Background: an optimization exercise with open tools, aiming at small area and few clock cycles. Do not read the settings as production practice.
Function was checked by simulation only, so behaviour that the tests miss may differ from the original.
Power figures rest on the tool's default switching activity, not on a simulated workload.

File: design.v
`default_nettype none
module async_mmap #(
  parameter RdLenWidth = 5,   
  parameter LenWidth  = 4,    
  parameter QueueLog  = 2,    
  parameter RdDepthLog = 0,   
  parameter RdSplitLog = 10,  
  parameter WrSplitLog = 5    
) (
  input wire clk,
  input wire rst,  
  input wire [63:0] offset,
  output wire        m_axi_AWVALID,
  input  wire        m_axi_AWREADY,
  output wire [31:0] m_axi_AWADDR,
  output wire [0:0]  m_axi_AWID,
  output wire [7:0]  m_axi_AWLEN,
  output wire [2:0]  m_axi_AWSIZE,
  output wire [1:0]  m_axi_AWBURST,
  output wire [0:0]  m_axi_AWLOCK,
  output wire [3:0]  m_axi_AWCACHE,
  output wire [2:0]  m_axi_AWPROT,
  output wire [3:0]  m_axi_AWQOS,
  output wire        m_axi_WVALID,
  input  wire        m_axi_WREADY,
  output wire [31:0] m_axi_WDATA,
  output wire [3:0]  m_axi_WSTRB,
  output wire        m_axi_WLAST,
  input  wire       m_axi_BVALID,
  output wire       m_axi_BREADY,
  input  wire [1:0] m_axi_BRESP,
  input  wire [0:0] m_axi_BID,
  output wire        m_axi_ARVALID,
  input  wire        m_axi_ARREADY,
  output wire [31:0] m_axi_ARADDR,
  output wire [0:0]  m_axi_ARID,
  output wire [7:0]  m_axi_ARLEN,
  output wire [2:0]  m_axi_ARSIZE,
  output wire [1:0]  m_axi_ARBURST,
  output wire [0:0]  m_axi_ARLOCK,
  output wire [3:0]  m_axi_ARCACHE,
  output wire [2:0]  m_axi_ARPROT,
  output wire [3:0]  m_axi_ARQOS,
  input  wire        m_axi_RVALID,
  output wire        m_axi_RREADY,
  input  wire [31:0] m_axi_RDATA,
  input  wire        m_axi_RLAST,
  input  wire [0:0]  m_axi_RID,
  input  wire [1:0]  m_axi_RRESP,
  input  wire [31:0] read_addr_din,
  input  wire        read_addr_write,
  output wire        read_addr_full_n,
  output wire [31:0] read_data_dout,
  input  wire        read_data_read,
  output wire        read_data_empty_n,
  input  wire [31:0] write_addr_din,
  input  wire        write_addr_write,
  output wire        write_addr_full_n,
  input  wire [31:0] write_data_din,
  input  wire        write_data_write,
  output wire        write_data_full_n,
  output wire [7:0] write_resp_dout,
  input  wire       write_resp_read,
  output wire       write_resp_empty_n
);
  localparam QD = 1 << QueueLog;
  wire ar_free;
  wire [29:0] ar_word;
  wire [RdLenWidth-1:0] ar_len;
  wire ar_valid;
  burst_former #(.LenWidth(RdLenWidth), .SplitLog(RdSplitLog)) read_burst (
    .clk(clk), .rst(rst), .base(offset[31:2]),
    .din(read_addr_din[29:0]), .write(read_addr_write), .full_n(read_addr_full_n),
    .room(1'b1), .emit(), .emit_len(),
    .valid(ar_valid), .ready(m_axi_ARREADY), .word(ar_word), .len(ar_len)
  );
  assign m_axi_ARVALID = ar_valid;
  assign m_axi_ARADDR  = {ar_word, offset[1:0]};
  assign m_axi_ARID    = 1'b0;
  assign m_axi_ARLEN   = {{(8-RdLenWidth){1'b0}}, ar_len};
  assign m_axi_ARSIZE  = 3'd2;
  assign m_axi_ARBURST = 2'd1;
  assign m_axi_ARLOCK  = 1'b0;
  assign m_axi_ARCACHE = 4'b0011;
  assign m_axi_ARPROT  = 3'd0;
  assign m_axi_ARQOS   = 4'd0;
  generate
    if (RdDepthLog == 0) begin : rd_pass
      assign read_data_dout    = m_axi_RDATA;
      assign read_data_empty_n = m_axi_RVALID;
      assign m_axi_RREADY      = read_data_read;
    end else begin : rd_fifo
      localparam RD = 1 << RdDepthLog;
      reg [31:0] mem [0:RD-1];
      reg [RdDepthLog:0] wp, rp;
      wire [RdDepthLog:0] used = wp - rp;
      wire full  = used[RdDepthLog];
      wire push  = m_axi_RVALID && !full;
      wire pop   = read_data_read && (wp != rp);
      always @(posedge clk) begin
        if (rst) begin
          wp <= 0;
          rp <= 0;
        end else begin
          if (push) wp <= wp + 1'b1;
          if (pop)  rp <= rp + 1'b1;
        end
        if (push) mem[wp[RdDepthLog-1:0]] <= m_axi_RDATA;
      end
      assign m_axi_RREADY      = !full;
      assign read_data_empty_n = wp != rp;
      assign read_data_dout    = mem[rp[RdDepthLog-1:0]];
    end
  endgenerate
  reg  [LenWidth-1:0] q_len [0:QD-1];    
  reg  [QueueLog:0]   q_tail, q_w, q_b;   
  wire [QueueLog:0] q_used = q_tail - q_b;
  wire q_room = !q_used[QueueLog];
  wire aw_emit;
  wire [29:0] aw_word;
  wire [LenWidth-1:0] aw_len;
  wire aw_valid;
  wire [LenWidth-1:0] aw_len_next;
  burst_former #(.LenWidth(LenWidth), .SplitLog(WrSplitLog)) write_burst (
    .clk(clk), .rst(rst), .base(offset[31:2]),
    .din(write_addr_din[29:0]), .write(write_addr_write), .full_n(write_addr_full_n),
    .room(q_room), .emit(aw_emit), .emit_len(aw_len_next),
    .valid(aw_valid), .ready(m_axi_AWREADY), .word(aw_word), .len(aw_len)
  );
  assign m_axi_AWVALID = aw_valid;
  assign m_axi_AWADDR  = {aw_word, offset[1:0]};
  assign m_axi_AWID    = 1'b0;
  assign m_axi_AWLEN   = {{(8-LenWidth){1'b0}}, aw_len};
  assign m_axi_AWSIZE  = 3'd2;
  assign m_axi_AWBURST = 2'd1;
  assign m_axi_AWLOCK  = 1'b0;
  assign m_axi_AWCACHE = 4'b0011;
  assign m_axi_AWPROT  = 3'd0;
  assign m_axi_AWQOS   = 4'd0;
  reg        wd_valid;
  reg [31:0] wd_data;
  reg [LenWidth-1:0] w_beat;
  reg        b_done;    
  wire w_known = q_w != q_tail;
  wire w_last  = w_beat == q_len[q_w[QueueLog-1:0]];
  wire w_hs    = wd_valid && w_known && m_axi_WREADY;
  wire d_push  = write_data_write;
  wire b_hs    = m_axi_BVALID && !b_done;
  wire r_pop   = write_resp_read && b_done;
  assign write_data_full_n = !wd_valid || w_hs;
  assign m_axi_WVALID = wd_valid && w_known;
  assign m_axi_WDATA  = wd_data;
  assign m_axi_WSTRB  = 4'b1111;
  assign m_axi_WLAST  = w_last;
  assign m_axi_BREADY = !b_done;
  assign write_resp_empty_n = b_done;
  assign write_resp_dout = {{(8-LenWidth){1'b0}}, q_len[q_b[QueueLog-1:0]]};
  always @(posedge clk) begin
    if (rst) begin
      wd_valid <= 1'b0;
      w_beat   <= {LenWidth{1'b0}};
      q_tail   <= {(QueueLog+1){1'b0}};
      q_w      <= {(QueueLog+1){1'b0}};
      q_b      <= {(QueueLog+1){1'b0}};
      b_done   <= 1'b0;
    end else begin
      if (d_push) wd_valid <= 1'b1;
      else if (w_hs) wd_valid <= 1'b0;
      if (w_hs) begin
        if (w_last) begin
          w_beat <= {LenWidth{1'b0}};
          q_w <= q_w + 1'b1;
        end else begin
          w_beat <= w_beat + 1'b1;
        end
      end
      if (aw_emit) q_tail <= q_tail + 1'b1;
      if (b_hs) b_done <= 1'b1;
      else if (r_pop) b_done <= 1'b0;
      if (r_pop) q_b <= q_b + 1'b1;
    end
    if (d_push) wd_data <= write_data_din;
    if (aw_emit) q_len[q_tail[QueueLog-1:0]] <= aw_len_next;
  end
  wire _unused = &{1'b0, offset[63:32], read_addr_din[31:30], write_addr_din[31:30],
                   m_axi_BRESP, m_axi_BID, m_axi_RLAST, m_axi_RID, m_axi_RRESP, 1'b0};
endmodule   
module burst_former #(
  parameter LenWidth = 5,
  parameter SplitLog = 8     
) (
  input  wire        clk,
  input  wire        rst,
  input  wire [29:0] base,       
  input  wire [29:0] din,        
  input  wire        write,
  output wire        full_n,
  input  wire        room,       
  output wire        emit,       
  output wire [LenWidth-1:0] emit_len,
  output reg                 valid,
  input  wire                ready,
  output reg  [29:0]         word,
  output reg  [LenWidth-1:0] len
);
  reg                run;        
  reg [29:0]         run_addr;   
  reg [LenWidth-1:0] run_len;    
  reg                half;       
  reg                carry;      
  wire slot   = (valid ? ready : !half) && room;
  wire [SplitLog:0] next_lo = run_addr[SplitLog-1:0] + run_len + 1'b1;
  wire extend = run && din[29:SplitLog] == run_addr[29:SplitLog] &&
                next_lo == {1'b0, din[SplitLog-1:0]} && ~&run_len;
  assign full_n = slot;
  assign emit   = run && slot && !(write && extend);
  assign emit_len = run_len;
  wire [14:0] sum_lo, sum_hi;
  wire        carry_lo;
  ripple_add #(.W(15)) add_lo (
    .a(base[14:0]), .b(run_addr[14:0]), .ci(1'b0), .s(sum_lo), .co(carry_lo));
  ripple_add #(.W(15)) add_hi (
    .a(base[29:15]), .b(word[29:15]), .ci(carry), .s(sum_hi), .co());
  always @(posedge clk) begin
    if (rst) begin
      run   <= 1'b0;
      valid <= 1'b0;
      half  <= 1'b0;
    end else begin
      if (write) run <= 1'b1;
      else if (emit) run <= 1'b0;
      half <= emit;
      if (half) valid <= 1'b1;
      else if (ready) valid <= 1'b0;
    end
    if (write) begin
      if (extend) begin
        run_len <= run_len + 1'b1;
      end else begin
        run_addr <= din;
        run_len  <= {LenWidth{1'b0}};
      end
    end
    if (emit) begin
      word  <= {run_addr[29:15], sum_lo};
      carry <= carry_lo;
      len   <= run_len;
    end else if (half) begin
      word[29:15] <= sum_hi;
    end
  end
endmodule   
module ripple_add #(
  parameter W = 8
) (
  input  wire [W-1:0] a,
  input  wire [W-1:0] b,
  input  wire         ci,
  output wire [W-1:0] s,
  output wire         co
);
  wire [W:0] c;
  assign c[0] = ci;
  genvar i;
  generate
    for (i = 0; i < W; i = i + 1) begin : bit_
      wire p = a[i] ^ b[i];
      assign s[i]   = p ^ c[i];
      assign c[i+1] = (a[i] & b[i]) | (p & c[i]);
    end
  endgenerate
  assign co = c[W];
endmodule   
`default_nettype wire
File: flow/run.sh
#!/bin/bash
# The standard layout (standard.sh), with these changes:
# - after the standard synthesis, its combinational cells (all but the
#   flip-flops, adders and tie cells, which are kept as they are) are mapped
#   again by ABC for area (flow/remap.abc); registers keep their names and
#   cells;
# - the buffer placed on each input and output port is a buf_1 cell rather
#   than the larger delay buffer that buffer_ports picks by default;
# - constant outputs share their tie cells;
# - clock tree synthesis inserts no dummy loads.
# Each tool's output goes to a log file here: make_synth.log, remap.log,
# make.log (ORFS's own step logs are under orfs/logs).
set -euo pipefail
export BUFFER_PORTS_ARGS="-buffer_cell sky130_fd_sc_hd__buf_1"
export SKIP_REPAIR_TIE_FANOUT=1
export CTS_ARGS="-sink_clustering_enable -repair_clock_nets -dont_use_dummy_load -buf_list {sky130_fd_sc_hd__clkbuf_2 sky130_fd_sc_hd__clkbuf_4} -sink_clustering_size 10 -sink_clustering_max_diameter 40"

plat=${FLOW_PLATFORM:-sky130hd}
res=orfs/results/$plat/async_mmap/base
lib=$FLOW_HOME/platforms/$plat/lib/sky130_fd_sc_hd__tt_025C_1v80.lib

bash standard.sh synth > make_synth.log 2>&1

# abc's arguments of the standard synthesis: its don't-use cells and constraints
abc_line=$(grep -m1 '^abc -script' orfs/logs/$plat/async_mmap/base/1_2_yosys.log)
dont_use=$(grep -o -- '-dont_use [^ ]*' <<< "$abc_line" | tr '\n' ' ')
constr=$(grep -o -- '-constr [^ ]*' <<< "$abc_line")

python3 flow/gen_unmap.py "$lib" unmap.v > gen_unmap.log 2>&1
cp $res/1_2_yosys.v 1_2_yosys_standard.v
cat > remap.ys <<EOY
read_liberty -lib $lib
read_verilog 1_2_yosys_standard.v
hierarchy -top $FLOW_TOP
techmap -map unmap.v
opt -purge
simplemap
opt -purge
abc -script flow/remap.abc -liberty $lib $dont_use $constr
hilomap -singleton -hicell sky130_fd_sc_hd__conb_1 HI -locell sky130_fd_sc_hd__conb_1 LO
splitnets
opt_clean -purge
stat -liberty $lib
write_verilog -noattr -nohex -nodec $res/1_2_yosys.v
EOY
yosys -s remap.ys > remap.log 2>&1
rm -f $res/1_synth.odb $res/1_synth.sdc

bash standard.sh finish > make.log 2>&1
File: flow/gen_unmap.py
#!/usr/bin/env python3
# Writes unmap.v: a techmap file turning each combinational sky130hd cell
# (except the adders fa/ha and the tie cell) back into plain logic.
import re, sys
lib = open(sys.argv[1]).read()
out = []
for m in re.finditer(r'\n    cell \("(sky130_fd_sc_hd__\w+)"\) \{', lib):
    name = m.group(1)
    start = m.end()
    nxt = lib.find('\n    cell (', start)
    body = lib[start:nxt if nxt > 0 else len(lib)]
    if re.search(r'\b(ff|latch|statetable)\s*\(', body): continue
    short = name[len('sky130_fd_sc_hd__'):]
    if short.startswith(('fa_', 'ha_', 'conb', 'tap', 'fill', 'decap', 'diode', 'lpflow', 'probe', 'macro')): continue
    pins = re.findall(r'\n        pin \("(\w+)"\) \{(.*?)\n        \}', body, re.S)
    ins, outs = [], []
    for p, pb in pins:
        d = re.search(r'direction : "(\w+)"', pb).group(1)
        if d == 'input': ins.append(p)
        elif d == 'output':
            f = re.search(r'function : "([^"]*)"', pb)
            if not f: break
            outs.append((p, f.group(1)))
    else:
        if not outs or not ins: continue
        def conv(f):
            f = f.replace('!', '~').replace('+', '|').replace('*', '&')
            return f
        ports = ', '.join(ins + [o for o, _ in outs])
        s = f"module \\$__unmap_{short} ({ports});\n"
        s = f"(* techmap_celltype = \"{name}\" *)\nmodule _unmap_{short} ({ports});\n"
        for i in ins: s += f"  input {i};\n"
        for o, f in outs: s += f"  output {o};\n  assign {o} = {conv(f)};\n"
        s += "endmodule\n"
        out.append(s)
open(sys.argv[2], 'w').write('\n'.join(out))

File: flow/remap.abc
strash
&get -n
&st
&dch
&nf -R 1000
&put
File: standard.sh
#!/bin/bash
# synth_recipe.tcl (not shown) runs the flow's synth.tcl, then flattens the netlist and writes it again
# the make line also repeats each setting of config.mk as NAME=value (left out here)
make -C /OpenROAD-flow-scripts/flow DESIGN_CONFIG=/design/flow/config.mk WORK_HOME=/design/flow/orfs CLKGATE_MAP_FILE= SYNTH_SCRIPT=/design/flow/synth_recipe.tcl "${@:-finish}"
File: config.mk
export PLATFORM = sky130hd
export DESIGN_NAME = async_mmap
export DESIGN_NICKNAME = async_mmap
export VERILOG_FILES = /design/flow/design.v
export SDC_FILE = /design/flow/constraint.sdc
export NUM_CORES = 4
export LEC_CHECK = 0
export CAP_MARGIN = 20
export CORE_MARGIN = 2
export CORE_UTILIZATION = 70
export GPL_TIMING_DRIVEN = 0
export PLACE_DENSITY = 0.8
export SLEW_MARGIN = 20
File: constraint.sdc
create_clock -name core_clock -period 8.0 [get_ports {clk}]
set_input_delay 1.6000 -clock core_clock [delete_from_list [all_inputs] [get_ports {clk}]]
set_output_delay 1.6000 -clock core_clock [all_outputs]
set_load 0.01 [all_outputs]
==> run summary, run 1 <==
status=no timing/DRC/antenna violations; CP peak stage delay=440 ps; crit path max-delay cell type=fa_1; critical path startpoint=offset[17]; Final ANT Viol Nets=0; Final Max Slew Viols=0; max_slew headroom=22.9%; P_int=0.00170 W; Non-Filler Instances=1075; hold path cells=0; Syn Area/Cell=16.1 um2; pwr/cell area=214 nW/um2; Die H=122 um; Worst R2R Path Depth=17; DP HPWL=22.9 mm; worst skew pair latency=680 ps; Final min period=7260 ps; Vias=6620; # Max-Cap Violations=0; nets@finish=1175; Syn-to-layout area delta=14.8%; CP Class=input pin to flip-flop; final instance area=11200 um2; CP arrival=7670 ps; total CTS buffers=29; CTS tree=yes; Die X-Extent=122 um; worst-path fanout max=2; setup_tns=0 ps; register area=6150 um2; area of the die=14900 um2; Worst-path clk slew=110 ps; num ports=414; Reg2Reg Setup Slack=1360 ps; Rows=43; Core ar.=13800 um2; Psw=0.000701 W; depth of the CTS H-tree=1; Critical Path RT=8410 ps; combinational share of power=19.6%; Initial Utilization=70.8%; Max VDD drop=0.133 mV; clock sinks=213; Worst-Margin Slew=1160 ps; drt initial violations=564; number of failing hold endpoints at the final stage=0; share of post-route cells with drive strength above 1=4.88%; GR Util All Layers=39.1%; post-CTS setup buffer count=0; fin crit share=90.7%; leakage=3.77 nW; placed cell areas=11000 um2; Post-Place Cells=1033; largest net degree at the start of global routing=46; initial antenna violation count=10; CP Capture Type=flip-flop; DRT Wirelength=29.3 mm; Max Fclk=138 MHz; I/O Buffers=245; Root Driver=clkbuf_4; Ys Warns=3; cts hold-fix bufs=0; first-pass GRT wire length=40.4 mm; GPL Wtd Cong=0.887; clock buffer depth=3; reg2reg end=write_burst.word[28]$_DFFE_PP_; DRC=0; Switching Fraction=29.2%; Worst Hold Class=flip-flop to flip-flop; Fill cells=806; WL per Instance=27.3 um; post-cts sizing count=0; Critical Path Most Common Cell=fa_1; r2r startpoint=write_burst.word[15]$_DFFE_PP_; area of the multi-input gates=3480 um2; Syn Inst Count=607; RSZ-0062 raised after global routing=no; vias in the first global route=6652; crit-path cells=buf_1 > clkinv_1 > fa_1 > clkinv_1 > fa_1 > fa_1 > fa_1 > fa_1 > fa_1 > fa_1 > fa_1 > fa_1 > fa_1 > fa_1 > fa_1 > fa_1 > fa_1 > mux2_1; Via density=6.16; syn nets=898; Syn Std Cell Area=9760 um2; router iterations before antenna repair=5; Place WS=46.7 ps; crit start category=input pin; Fin Clk Skew=68.3 ps; GRT overflow=0; CP Capture Point=write_burst.word[28]$_DFFE_PP_; worst setup margin=744 ps; Clk network pwr share=21.2%; Final Setup Violations=0; Reg power frac=59.2%
## layer usage
metal  vias to the layer above  part of all wire, %  GRT usage, %
met4                         6                  6.2          22.0
li1                       2758                    -             -
met2                       527                   47          58.3
met1                      3216                   34          48.7
met3                       113                   13          16.2
met5                         -                 0.26          3.82
## placed cells by master, fill, tap and decap left out, drive strengths merged, types with 17 or more instances in the layout
cell type  count
xnor2         51
nor2          36
clkbuf        29
mux2          25
ha            22
a21oi         17
clkinv        42
edfxtp       188
nand2         17
dfxtp         25
xor2          28
fa            58
buf          246
## power by group through the flow
stage / clock network [W] / logic, W / registers (W)
after detailed placement: 0 / 0.000462 / 0.00144
after floorplan: 0 / 0.000240 / 0.00145
after global routing: 0.000551 / 0.000520 / 0.00143
final: 0.000509 / 0.000471 / 0.00142
after global placement: 0 / 0.000427 / 0.00144
after CTS: 0.000506 / 0.000467 / 0.00142
## per-stage QoR
stage	util, %	total power (W)	hold slack [ps]
after floorplan	-	0.00169	453
after global placement	79.2	0.00187	478
after detailed placement	79.5	0.00190	503
after CTS	81.1	0.00239	500
after global routing	81.2	0.00250	501
final	81.4	0.00240	493
## layout make-up
cell class | instances | share of cell area (%)
Sequential cell | 213 | 54.8
Multi-Input combinational cell | 352 | 31.0
Timing Repair Buffer | 246 | 8.46
Tap cell | 180 | 2.01
Clock buffer | 29 | 1.94
Inverter | 42 | 1.41
Antenna cell | 13 | 0.290
## worst min-delay path by stage
stage | start | to | slack [ps]
3_5_place_dp | q_b[1]$_SDFFE_PP0P_ | flip-flop | 500
5_1_grt | read_burst.run_len[4]$_SDFFCE_PN0P_ | read_burst.len[4]$_DFFE_PP_ | 500
3_3_place_gp | q_b[1]$_SDFFE_PP0P_ | q_b[1]$_SDFFE_PP0P_ | 480
2_1_floorplan | q_b[1]$_SDFFE_PP0P_ | flip-flop | 450
4_1_cts | read_burst.run_len[4]$_SDFFCE_PN0P_ | read_burst.len[4]$_DFFE_PP_ | 500
6_report | read_burst.run_len[4]$_SDFFCE_PN0P_ | read_burst.len[4]$_DFFE_PP_ | 490
## state kept, by name (all words and copies together) (netlist names), 5 cells and up, named ones only
name	flops
wd_data	32
read_burst.run_len	5
read_burst.len	5
read_burst.word	30
write_burst.word	30
q_len	16
write_burst.run_addr	30
read_burst.run_addr	30
## critical path: cells and delay by family
family     cells  cell delay [ps]
buf+inv        3              250
mux            1              290
fa+ha+maj     14             5520
Testbench counts, summed over its fixed seeds: cycles 7,805.
==> run 2: changes to the inputs <==
--- a/config.mk
+++ b/config.mk
@@ -8,6 +8,5 @@
 export CAP_MARGIN = 20
 export CORE_MARGIN = 2
 export CORE_UTILIZATION = 70
-export GPL_TIMING_DRIVEN = 0
 export PLACE_DENSITY = 0.8
 export SLEW_MARGIN = 20
==> run summary, run 2 <==
status=no timing/DRC/antenna violations (unchanged); flip-flop count of the largest register after layout=32 (unchanged); Hold Path End=q_b[1]$_SDFFE_PP0P_ (was read_burst.len[4]$_DFFE_PP_); pwr/cell area=213 nW/um2 (was 214 nW/um2); I/O Buffers=245 (unchanged); Syn Std Cell Area=9760 um2 (unchanged); setup_tns=0 ps (unchanged); Final Setup Violations=0 (unchanged); hold path cells=2 (was 0); Final Max Slew Viols=0 (unchanged); final core utilization=81.4% (about the same); r2r startpoint=write_burst.run_addr[0]$_DFFE_PP_ (was write_burst.word[15]$_DFFE_PP_); crit path max-delay cell type=fa_1 (unchanged); clock buffer depth=3 (unchanged); syn nets=898 (unchanged); router iterations before antenna repair=7 (was 5); vias in the first global route=6444 (was 6652); Worst R2R Path Depth=17 (unchanged); GRT overflow=0 (unchanged); commonest non-fill, non-tap cell in the layout=buf_1 (unchanged); Worst-Margin Slew=1110 ps (was 1160 ps); share of post-route cells with drive strength above 1=4.97% (was 4.88%); reg2reg end=write_burst.word[14]$_DFFE_PP_ (was write_burst.word[28]$_DFFE_PP_); GR Util All Layers=37.2% (was 39.1%); DRT Wirelength=27.7 mm (was 29.3 mm); Core ar.=13800 um2 (unchanged); met1 Use GR=46.2% (was 48.7%); depth of the CTS H-tree=1 (unchanged); first-pass GRT wire length=38.3 mm (was 40.4 mm); Reg with most FFs=wd_data (unchanged); Max VDD drop=0.150 mV (was 0.133 mV); Critical Path RT=8550 ps (was 8410 ps); Final min period=7170 ps (was 7260 ps); Initial Utilization=70.8% (unchanged); nets@finish=1179 (was 1175); CTS tree=yes (unchanged); worst skew pair latency=670 ps (was 680 ps); # Max-Cap Violations=0 (unchanged); area of the die=14900 um2 (unchanged); Worst-path clk slew=90 ps (was 110 ps); Psw=0.000686 W (was 0.000701 W); Ys Warns=3 (unchanged); DP HPWL=22.2 mm (was 22.9 mm); fin crit share=89.6% (was 90.7%); Syn-to-layout area delta=14.9% (was 14.8%); initial antenna violation count=16 (was 10); crit-path cells=buf_1 > ha_1 > fa_1 > fa_1 > fa_1 > fa_1 > fa_1 > fa_1 > fa_1 > fa_1 > fa_1 > fa_1 > fa_1 > fa_1 > fa_1 > clkinv_1 > fa_1 > clkinv_1 (was buf_1 > clkinv_1 > fa_1 > clkinv_1 > fa_1 > fa_1 > fa_1 > fa_1 > fa_1 > fa_1 > fa_1 > fa_1 > fa_1 > fa_1 > fa_1 > fa_1 > fa_1 > mux2_1); hold path startpoint=q_b[1]$_SDFFE_PP0P_ (was read_burst.run_len[4]$_SDFFCE_PN0P_); met2 Use GR=55.6% (was 58.3%); CP peak stage delay=450 ps (was 440 ps); leakage=3.78 nW (was 3.77 nW); Fill cells=791 (was 806); DRC=0 (unchanged); Max Fclk=139 MHz (was 138 MHz); max_slew headroom=25.7% (was 22.9%); largest net degree at the start of global routing=41 (was 46); Critical Path Most Common Cell=fa_1 (unchanged); total CTS buffers=29 (unchanged); Fin Clk Skew=70.2 ps (was 68.3 ps); Via density=6.01 (was 6.16); WL per Instance=25.7 um (was 27.3 um); register area=6150 um2 (unchanged); Switching Fraction=28.7% (was 29.2%); Syn Area/Cell=16.1 um2 (unchanged); area of the multi-input gates=3470 um2 (was 3480 um2); combinational share of power=19.5% (was 19.6%); num ports=414 (unchanged); worst-path fanout max=2 (unchanged); cts hold-fix bufs=0 (unchanged); Final ANT Viol Nets=0 (unchanged); CP Capture Type=flip-flop (unchanged); Die H=122 um (unchanged); Vias=6494 (was 6620); clock sinks=213 (unchanged); post-CTS setup buffer count=0 (unchanged); P_int=0.00170 W (unchanged); Root Driver=clkbuf_4 (unchanged); RSZ-0062 raised after global routing=no (unchanged); drt initial violations=621 (was 564); gr busiest metal=met2 (unchanged); crit start category=input pin (unchanged); GPL Wtd Cong=0.892 (was 0.887); CP Class=input pin to flip-flop (unchanged); Clk network pwr share=21.1% (was 21.2%); number of failing hold endpoints at the final stage=0 (unchanged); post-cts sizing count=0 (unchanged); CP arrival=7720 ps (was 7670 ps); Reg2Reg Setup Slack=1440 ps (was 1360 ps); leading cell types in the layout, fill and taps excluded=buf_1, edfxtp_1, fa_1 (unchanged); Die X-Extent=122 um (unchanged); overall power=0.00239 W (was 0.00240 W); Rows=43 (unchanged); Syn Inst Count=607 (unchanged); Worst Hold Class=flip-flop to flip-flop (unchanged); Reg power frac=59.4% (was 59.2%); met3 Usage GRT=15.8% (was 16.2%)
==> run 2: how the worst max path moves through the flow <==
stage,start,cells after the start,slack [ps],to
after global routing,offset[17],18,670,write_burst.word[28]$_DFFE_PP_
after global placement,offset[2],18,280,read_burst.word[14]$_DFFE_PP_
after CTS,offset[2],18,860,write_burst.word[14]$_DFFE_PP_
after floorplan,offset[17],17,600,read_burst.word[28]$_DFFE_PP_
after detailed placement,offset[17],18,130,read_burst.word[28]$_DFFE_PP_
final,offset[2],18,830,write_burst.word[14]$_DFFE_PP_
==> run 2: critical path: cells and delay by family <==
kind	cells	cell delay, ps
adder cells (fa/ha/maj)	15	5870
buffers and inverters	3	220
==> run 2: power groups by stage <==
stage                     logic, W  registers, W  clock network (W)
after floorplan           0.000240       0.00145                  0
after global placement    0.000431       0.00144                  0
after detailed placement  0.000458       0.00144                  0
after CTS                 0.000462       0.00142           0.000507
after global routing      0.000512       0.00143           0.000545
final                     0.000464       0.00142           0.000504
==> run 2: layer usage <==
layer,part of all wire (%),vias up,routed length [um]
li1,-,2766,-
met1,34,3150,9520
met2,46,502,12900
met3,13,72,3700
met4,5.8,4,1600
met5,0.23,-,65
==> run 2: area by class of cell <==
type | count | area share [%]
inverter | 42 | 1.41
tap | 180 | 2.01
multi-input combinational | 352 | 30.9
sequential | 213 | 54.8
timing repair buffer | 250 | 8.55
clock buffer | 29 | 1.94
antenna | 14 | 0.313
==> run 2: through the flow <==
stage / setup WS (ps) / hold slack (ps) / instance area (um2) / cells
detailed placement: 132 / 499 / 11000 / 1037
CTS: 860 / 517 / 11200 / 1066
floorplan: 596 / 453 / 9760 / 607
finish: 830 / 512 / 11200 / 1080
global placement: 277 / 475 / 11000 / 1037
global route: 666 / 550 / 11200 / 1073
==> run 3: changes to the inputs <==
--- a/config.mk
+++ b/config.mk
@@ -7,6 +7,6 @@
 export LEC_CHECK = 0
 export CAP_MARGIN = 20
 export CORE_MARGIN = 2
-export CORE_UTILIZATION = 70
-export PLACE_DENSITY = 0.8
+export CORE_UTILIZATION = 80
+export PLACE_DENSITY = 0.88
 export SLEW_MARGIN = 20
==> run summary, run 3 <==
status=aborted with a tool error (was no timing/DRC/antenna violations); stopping stage=3_2_place_iop; Err=[ERROR PPL-0024] Number of IO pins (414) exceeds maximum number of available positions (406). Increase the die perimeter from 457.74um to 563.04um.; Die H=114 um (was 122 um); Syn Area/Cell=16.1 um2 (unchanged); Ys Warns=3 (unchanged); Rows=40 (was 43); Initial Utilization=81.6% (was 70.8%); syn nets=898 (unchanged); Syn Inst Count=607 (unchanged); Syn Std Cell Area=9760 um2 (unchanged); Die X-Extent=114 um (was 122 um)
==> run 4: changes to the inputs <==
--- a/design.v
+++ b/design.v
@@ -3,7 +3,6 @@
   parameter RdLenWidth = 5,   
   parameter LenWidth  = 4,    
   parameter QueueLog  = 2,    
-  parameter RdDepthLog = 0,   
   parameter RdSplitLog = 10,  
   parameter WrSplitLog = 5    
 ) (
@@ -64,7 +63,6 @@
   output wire       write_resp_empty_n
 );
   localparam QD = 1 << QueueLog;
-  wire ar_free;
   wire [29:0] ar_word;
   wire [RdLenWidth-1:0] ar_len;
   wire ar_valid;
@@ -84,34 +82,9 @@
   assign m_axi_ARCACHE = 4'b0011;
   assign m_axi_ARPROT  = 3'd0;
   assign m_axi_ARQOS   = 4'd0;
-  generate
-    if (RdDepthLog == 0) begin : rd_pass
-      assign read_data_dout    = m_axi_RDATA;
-      assign read_data_empty_n = m_axi_RVALID;
-      assign m_axi_RREADY      = read_data_read;
-    end else begin : rd_fifo
-      localparam RD = 1 << RdDepthLog;
-      reg [31:0] mem [0:RD-1];
-      reg [RdDepthLog:0] wp, rp;
-      wire [RdDepthLog:0] used = wp - rp;
-      wire full  = used[RdDepthLog];
-      wire push  = m_axi_RVALID && !full;
-      wire pop   = read_data_read && (wp != rp);
-      always @(posedge clk) begin
-        if (rst) begin
-          wp <= 0;
-          rp <= 0;
-        end else begin
-          if (push) wp <= wp + 1'b1;
-          if (pop)  rp <= rp + 1'b1;
-        end
-        if (push) mem[wp[RdDepthLog-1:0]] <= m_axi_RDATA;
-      end
-      assign m_axi_RREADY      = !full;
-      assign read_data_empty_n = wp != rp;
-      assign read_data_dout    = mem[rp[RdDepthLog-1:0]];
-    end
-  endgenerate
+  assign read_data_dout    = m_axi_RDATA;
+  assign read_data_empty_n = m_axi_RVALID;
+  assign m_axi_RREADY      = read_data_read;
   reg  [LenWidth-1:0] q_len [0:QD-1];    
   reg  [QueueLog:0]   q_tail, q_w, q_b;   
   wire [QueueLog:0] q_used = q_tail - q_b;
--- a/config.mk
+++ b/config.mk
@@ -7,6 +7,6 @@
 export LEC_CHECK = 0
 export CAP_MARGIN = 20
 export CORE_MARGIN = 2
-export CORE_UTILIZATION = 80
-export PLACE_DENSITY = 0.88
+export CORE_UTILIZATION = 70
+export PLACE_DENSITY = 0.8
 export SLEW_MARGIN = 20
==> run summary, run 4 <==
DP HPWL=22.2 mm; max_slew headroom=25.7%; drt initial violations=621; crit start category=input pin; post-CTS setup buffer count=0; RSZ-0062 raised after global routing=no; worst-path fanout max=2; share of post-route cells with drive strength above 1=4.97%; I/O Buffers=245; final core utilization=81.4%; number of failing hold endpoints at the final stage=0; Worst-Margin Slew=1110 ps; initial antenna violation count=16; flip-flop count of the largest register after layout=32; clock sinks=213; depth of the CTS H-tree=1; Via density=6.01; vias in the first global route=6444; Vias=6494; status=no timing/DRC/antenna violations (was aborted with a tool error); Max VDD drop=0.150 mV; Die H=122 um (was 114 um); Clk network pwr share=21.1%; Ys Warns=3 (unchanged); total CTS buffers=29; CP Class=input pin to flip-flop; Fin Clk Skew=70.2 ps; Syn Area/Cell=16.1 um2 (unchanged); Syn Std Cell Area=9760 um2 (unchanged); placed cell areas=11000 um2; Die X-Extent=122 um (was 114 um); Fill cells=791; WL per Instance=25.7 um; Switching Fraction=28.7%; P_int=0.00170 W; CP Capture Type=flip-flop; router iterations before antenna repair=7; Reg with most FFs=wd_data; commonest non-fill, non-tap cell in the layout=buf_1; clock buffer depth=3; post-cts sizing count=0; Final ANT Viol Nets=0; Syn-to-layout area delta=14.9%; leading cell types in the layout, fill and taps excluded=buf_1, edfxtp_1, fa_1; Initial Utilization=70.8% (was 81.6%); CTS tree=yes; Final min period=7170 ps; Root Driver=clkbuf_4; leakage=3.78 nW; hold_ws=512 ps; Worst Hold Class=flip-flop to flip-flop; Worst-path clk slew=90 ps; final instance area=11200 um2; # Max-Cap Violations=0; GRT overflow=0; Core ar.=13800 um2; Final Max Slew Viols=0; first-pass GRT wire length=38.3 mm; GR Util All Layers=37.2%; GPL Wtd Cong=0.892; Final Setup Violations=0; CP arrival=7720 ps; Max Fclk=139 MHz; nets@finish=1179; area of the die=14900 um2; combinational share of power=19.5%; worst skew pair latency=670 ps; largest net degree at the start of global routing=41; Critical Path RT=8550 ps; pwr/cell area=213 nW/um2; DRC=0; cts hold-fix bufs=0; Rows=43 (was 40); num ports=414; setup_tns=0 ps; Psw=0.000686 W; DRT Wirelength=27.7 mm; fin crit share=89.6%; Syn Inst Count=607 (unchanged); Reg power frac=59.4%; syn nets=898 (unchanged)
## run 4: final timing paths
check	start	end	slack (ps)	cells past startpoint
setup / recovery	offset[2]	write_burst.word[14]$_DFFE_PP_	830	18
setup reg to reg	write_burst.run_addr[0]$_DFFE_PP_	write_burst.word[14]$_DFFE_PP_	1440	17
hold / removal	q_b[1]$_SDFFE_PP0P_	q_b[1]$_SDFFE_PP0P_	510	2
hold reg to reg	q_b[1]$_SDFFE_PP0P_	q_b[1]$_SDFFE_PP0P_	510	2
## run 4: area by class of cell
cell class                      instances  area, um2  share of cell area [%]
Sequential cell                       213       6150                    54.8
Antenna cell                           14       35.0                   0.313
Timing Repair Buffer                  250        958                    8.55
Inverter                               42        158                    1.41
Tap cell                              180        225                    2.01
Multi-Input combinational cell        352       3470                    30.9
Clock buffer                           29        218                    1.94
## run 4: per-stage QoR
stage	worst slack (ps)	total power (W)	instances
after floorplan	596	0.00169	607
after global placement	277	0.00187	1037
after detailed placement	132	0.00190	1037
after CTS	860	0.00239	1066
after global routing	666	0.00249	1073
final	830	0.00239	1080
## run 4: routing by layer
metal	vias to the layer above	track usage (%)	share of wire, %
met1	3150	46.2	34
li1	2766	-	-
met2	502	55.6	46
met5	-	3.82	0.23
met3	72	15.8	13
met4	4	19.7	5.8
## run 4: worst max-delay path, cell delays in order
cell and delay [ps]:
buf_1 90, ha_1 210, fa_1 380, fa_1 400, fa_1 390, fa_1 430, fa_1 420, fa_1 390
fa_1 390, fa_1 390, fa_1 450, fa_1 410, fa_1 400, fa_1 400, fa_1 390, clkinv_1 70
fa_1 420, clkinv_1 60
## run 4: power groups by stage
stage	clock [W]	sequential, W	combinational (W)
global placement	0	0.00144	0.000431
CTS	0.000507	0.00142	0.000462
global route	0.000545	0.00143	0.000512
detailed placement	0	0.00144	0.000458
floorplan	0	0.00145	0.000240
finish	0.000504	0.00142	0.000464
Testbench counts of run 4, summed over its fixed seeds: cycles 7,805.

-- separate check: timing with driven ports --
The flow's constraints put no driver on any port. The routed layouts listed below were extracted and timed again, unchanged, in two steps.
Step 1 sets driving cells, clkbuf_16 on the clock port and buf_2 on the other inputs (assumed; they add their load-dependent delay and slew).
Step 2 adds t to the input delays and takes it off the output delays; t is the mean of the earliest and latest rising clock arrival at the registers after step 1. Input paths then give back, and output paths get back, about the clock's delay inside the block.
Slacks: ideal ports / drivers / drivers and shift; pairs: ideal ports / drivers.
| run | shift t [ns] | slack for setup (ns) | hold slack, ns | latest minus earliest clock arrival (ns) | pins driven straight from the clock port |
|---|---|---|---|---|---|
| run 1 | 0.685 | 0.744 / 0.758 / 0.073 | 0.493 / 0.493 / 0.493 | 0.068 / 0.068 | 1 |
| run 2 | 0.677 | 0.830 / 0.833 / 0.155 | 0.512 / 0.512 / 0.512 | 0.070 / 0.071 | 1 |
| run 4 | 0.677 | 0.830 / 0.833 / 0.155 | 0.512 / 0.512 / 0.512 | 0.070 / 0.071 | 1 |
After both steps setup and hold are still met in every run listed.
